What follows belongs to an exercise in optimizing a design on an open flow for small area; a production flow would make more cautious choices.
At most, simulation tests tie the RTL to the original design; equivalence was not proved.
Power figures rest on the tool's default switching activity, not on a simulated workload.

==> inputs of v19 <==
==> flow/design.v <==
module debounce_fsm
    # (
        parameter DEBOUNCE_COUNTER_WIDTH    = 24
    )
    (
        input   logic i_clock,
        input   logic i_reset,
        input   logic [DEBOUNCE_COUNTER_WIDTH-1 : 0] i_debounce_counter,
        input   logic i_bouncing_signal,
        output  logic o_debounced_signal
    );
    localparam W = DEBOUNCE_COUNTER_WIDTH;
    logic meta;
    logic stable;
    logic level;
    logic waiting;
    logic [W-1 : 0] count_n;
    logic [W : 0]   carry;
    logic [W-1 : 0] count_n_inc;
    localparam H = W / 2;
    always_comb begin
        carry[0] = 1'b1;
        for (int i = 0; i < W; i++) begin
            count_n_inc[i] = count_n[i] ^ carry[i];
            if (i == H - 1)
                carry[i+1] = &count_n[H-1 : 0];
            else
                carry[i+1] = count_n[i] & carry[i];
        end
    end
    always_ff @(posedge i_clock) begin
        meta    <= i_bouncing_signal;
        stable  <= meta | i_reset;
        level   <= stable & ~i_reset;
        count_n <= waiting ? count_n_inc : ~i_debounce_counter;
        if (i_reset) begin
            waiting            <= 1'b0;
            o_debounced_signal <= 1'b0;
        end else if (waiting) begin
            waiting            <= ~carry[W];
        end else begin
            waiting            <= stable ^ level;
            o_debounced_signal <= level;
        end
    end
endmodule
module zed_debouncer
    # (
        parameter SWITCH_COUNT              = 8,
        parameter BUTTON_COUNT              = 5,
        parameter DEBOUNCE_COUNTER_WIDTH    = 24
    )
    (
        input   logic i_clock,
        input   logic i_reset,
        input   logic [DEBOUNCE_COUNTER_WIDTH-1 : 0] i_switch_debounce_counter,
        input   logic [DEBOUNCE_COUNTER_WIDTH-1 : 0] i_button_debounce_counter,
        input   logic i_sw0,
        input   logic i_sw1,
        input   logic i_sw2,
        input   logic i_sw3,
        input   logic i_sw4,
        input   logic i_sw5,
        input   logic i_sw6,
        input   logic i_sw7,
        input   logic i_btnu,
        input   logic i_btnd,
        input   logic i_btnl,
        input   logic i_btnr,
        input   logic i_btnc,
        output  logic o_sw0,
        output  logic o_sw1,
        output  logic o_sw2,
        output  logic o_sw3,
        output  logic o_sw4,
        output  logic o_sw5,
        output  logic o_sw6,
        output  logic o_sw7,
        output  logic o_btnu,
        output  logic o_btnd,
        output  logic o_btnl,
        output  logic o_btnr,
        output  logic o_btnc
    );
    logic [SWITCH_COUNT-1 : 0] bouncing_switch_array;
    logic [SWITCH_COUNT-1 : 0] debounced_switch_array;
    logic [BUTTON_COUNT-1 : 0] bouncing_button_array;
    logic [BUTTON_COUNT-1 : 0] debounced_button_array;
    assign bouncing_switch_array    = {i_sw7, i_sw6, i_sw5, i_sw4, i_sw3, i_sw2, i_sw1, i_sw0};
    assign {o_sw7, o_sw6, o_sw5, o_sw4, o_sw3, o_sw2, o_sw1, o_sw0} = debounced_switch_array;
    assign bouncing_button_array    = {i_btnu, i_btnd, i_btnl, i_btnr, i_btnc};
    assign {o_btnu, o_btnd, o_btnl, o_btnr, o_btnc} = debounced_button_array;
    genvar i;
    generate
        for (i = 0; i < SWITCH_COUNT; i++) begin : switch_debounce_fsm_gen
            debounce_fsm 
            # (
                .DEBOUNCE_COUNTER_WIDTH (DEBOUNCE_COUNTER_WIDTH)
            )
            switch_debounce_fsm_inst (
                .i_clock            (i_clock),
                .i_reset            (i_reset),
                .i_debounce_counter (i_switch_debounce_counter),
                .i_bouncing_signal  (bouncing_switch_array[i]),
                .o_debounced_signal (debounced_switch_array[i])
            );
        end 
    endgenerate
    genvar j;
    generate
        for (j = 0; j < BUTTON_COUNT; j++) begin : button_debounce_fsm_gen
            debounce_fsm 
            # (
                .DEBOUNCE_COUNTER_WIDTH (DEBOUNCE_COUNTER_WIDTH)
            )
            button_debounce_fsm_inst (
                .i_clock            (i_clock),
                .i_reset            (i_reset),
                .i_debounce_counter (i_button_debounce_counter),
                .i_bouncing_signal  (bouncing_button_array[j]),
                .o_debounced_signal (debounced_button_array[j])
            );
        end 
    endgenerate
endmodule
==> flow/run.sh <==
#!/bin/bash
# synth_recipe.tcl (not shown) runs the flow's synth.tcl, then flattens the netlist and writes it again
# the make line also repeats each setting of config.mk as NAME=value (left out here)
make -C /OpenROAD-flow-scripts/flow DESIGN_CONFIG=/design/flow/config.mk WORK_HOME=/design/flow/orfs CLKGATE_MAP_FILE= SYNTH_SCRIPT=/design/flow/synth_recipe.tcl finish
==> flow/config.mk <==
export PLATFORM = sky130hd
export DESIGN_NAME = zed_debouncer
export DESIGN_NICKNAME = zed_debouncer
export VERILOG_FILES = /design/flow/design.v
export SDC_FILE = /design/flow/constraint.sdc
export NUM_CORES = 4
export LEC_CHECK = 0
export CAP_MARGIN = 20
export CORE_MARGIN = 2
export CORE_UTILIZATION = 80
export CTS_BUF_LIST = sky130_fd_sc_hd__clkbuf_8 sky130_fd_sc_hd__clkbuf_16
export CTS_CLUSTER_DIAMETER = 80
export CTS_CLUSTER_SIZE = 24
export PLACE_DENSITY = 0.85
export SLEW_MARGIN = 20
export SYNTH_HIERARCHICAL = 1
==> flow/constraint.sdc <==
create_clock -name core_clock -period 5.0 [get_ports {i_clock}]
set_input_delay 1.0000 -clock core_clock [delete_from_list [all_inputs] [get_ports {i_clock}]]
set_output_delay 1.0000 -clock core_clock [all_outputs]
set_load 0.01 [all_outputs]
==> v30 (differences from v19) <==
--- a/flow/design.v
+++ b/flow/design.v
@@ -18,5 +18,5 @@
     logic [W : 0]   carry;
     logic [W-1 : 0] count_n_inc;
-    localparam H = W / 2;
+    localparam H = 4;
     always_comb begin
         carry[0] = 1'b1;
==> flow/flow/run.sh (new file) <==
#!/bin/bash
# Layout flow: the standard ORFS flow with smaller port buffers and a
# clock tree built without dummy loads. Each tool's output goes to its own
# log file in the work folder.
set -euo pipefail
cat >> config.mk <<'EOC'
export REMOVE_ABC_BUFFERS = 1
export BUFFER_PORTS_ARGS = -buffer_cell sky130_fd_sc_hd__buf_1
export CTS_ARGS = -sink_clustering_enable -repair_clock_nets -sink_clustering_size 12 -sink_clustering_max_diameter 40 -buf_list {sky130_fd_sc_hd__clkbuf_4} -dont_use_dummy_load
EOC
bash standard.sh synth > synth.log 2>&1
bash standard.sh floorplan > floorplan.log 2>&1
bash standard.sh place > place.log 2>&1
bash standard.sh cts > cts.log 2>&1
bash standard.sh route > route.log 2>&1
bash standard.sh finish > finish.log 2>&1
==> flow/standard.sh (new file) <==
#!/bin/bash
# synth_recipe.tcl (not shown) runs the flow's synth.tcl, then flattens the netlist and writes it again
# the make line also repeats each setting of config.mk as NAME=value (left out here)
make -C /OpenROAD-flow-scripts/flow DESIGN_CONFIG=/design/flow/config.mk WORK_HOME=/design/flow/orfs CLKGATE_MAP_FILE= SYNTH_SCRIPT=/design/flow/synth_recipe.tcl "${@:-finish}"
BUFFER_PORTS_ARGS = -buffer_cell sky130_fd_sc_hd__buf_1   (was default)
CORE_UTILIZATION = 65   (was 80)
CTS_ARGS = -sink_clustering_enable -repair_clock_nets -sink_clustering_size 12 -sink_clustering_max_diameter 40 -buf_list {sky130_fd_sc_hd__clkbuf_4} -dont_use_dummy_load   (was default)
CTS_BUF_LIST = default   (was sky130_fd_sc_hd__clkbuf_8 sky130_fd_sc_hd__clkbuf_16)
CTS_CLUSTER_DIAMETER = default   (was 80)
CTS_CLUSTER_SIZE = default   (was 24)
GPL_TIMING_DRIVEN = 0   (was default)
PLACE_DENSITY = 0.75   (was 0.85)
REMOVE_ABC_BUFFERS = 1   (was default)
removed: flow/run.sh
==> v16 (differences from v19) <==
CORE_UTILIZATION = 40   (was 80)
CTS_CLUSTER_DIAMETER = 60   (was 80)
CTS_CLUSTER_SIZE = 20   (was 24)
PLACE_DENSITY = default   (was 0.85)
==> run summary <==
Clock skew: v19 is lower than v30 (63 ps).
Die area: v19 < v30 < v16.
In v30 the synthesized cell count is smaller than in v16, by about 2.6%.
Final area: v19 is larger than v30 (4.9%).
Cell count, highest first: v16, v30, v19.
Clock power, highest first: v16, v19, v30.
In v16 the total power is larger than in v19, by about 14%.
Maximum frequency: v30 is smaller than v19 (about 30%).
In v16 the area after synthesis is larger than in v30, by about 4.5%.
==> figures <==
item                                                                                        v30          v19          v16
Antenna violations before repair                                                              1            0            0
Diodes inserted                                                                               1            0            0
Area of the placeable core                                                          22,700 um^2  19,400 um^2  38,800 um^2
Average vias per placed instance                                                           5.17         5.74         4.76
Initial standard-cell utilization of the core                                             0.666        0.815        0.407
Total instance count after detailed placement                                             1,746        1,770        2,024
Power consumed by sequential cells                                                      3600 uW      3560 uW      3550 uW
Die area                                                                            24,500 um^2  20,900 um^2  41,100 um^2
Maximum clock rate                                                                      208 MHz      302 MHz      312 MHz
Vias in the first global route                                                            8,239        9,901        9,436
Global-route wire length before repair                                                37,300 um    48,000 um    47,900 um
Cell count after synthesis                                                                1,443        1,482        1,482
Sequential cell area share                                                                0.475        0.452        0.429
Result of the run                                                      timing/DRC/antenna clean  timing/DRC/antenna clean  timing/DRC/antenna clean
Simple-gate share of the synthesized area                                                0.0903       0.0967       0.0967
Maximum number of pins on one net before global-route repair                                 50           53           49
Depth of the most critical reg-to-reg path                                                   24           17           17
Clk power                                                                               1300 uW      1590 uW      2500 uW
Comb_multi_in                                                                             1,001        1,027        1,027
Number of distinct library cell variants in the gate-level netlist after synthesis           18           22           22
No functional check of the RTL was part of v19 and v16.

[port drivers added, routing unchanged]
How much do the figures lean on ideal ports? The routed layouts below were timed once more, with nothing changed but the port constraints. Step 1 sets driving cells, clkbuf_16 on the clock port and buf_2 on the other inputs (assumed; they add their load-dependent delay and slew). Step 2 times the ports against the registers' clock, not the clock port: input delays grow and output delays shrink by t, the midpoint of the rising clock arrivals with the driver on. Three values: no drivers, after step 1, after step 2; two values: the first two.
run	t, ns	slack for setup (ns)	hold slack, ns	clock arrival spread, ns	slew at the worst register clock pin (ns)
v19	0.557	1.686 / 1.686 / 1.686	0.416 / 0.416 / 0.416	0.011 / 0.012	0.09 / 0.09
v30	0.679	0.203 / 0.203 / 0.203	0.387 / 0.384 / 0.387	0.073 / 0.073	0.12 / 0.12
v16	0.617	1.796 / 1.796 / 1.796	0.402 / 0.402 / 0.402	0.024 / 0.024	0.08 / 0.08
After both steps setup and hold are still met in every run listed.
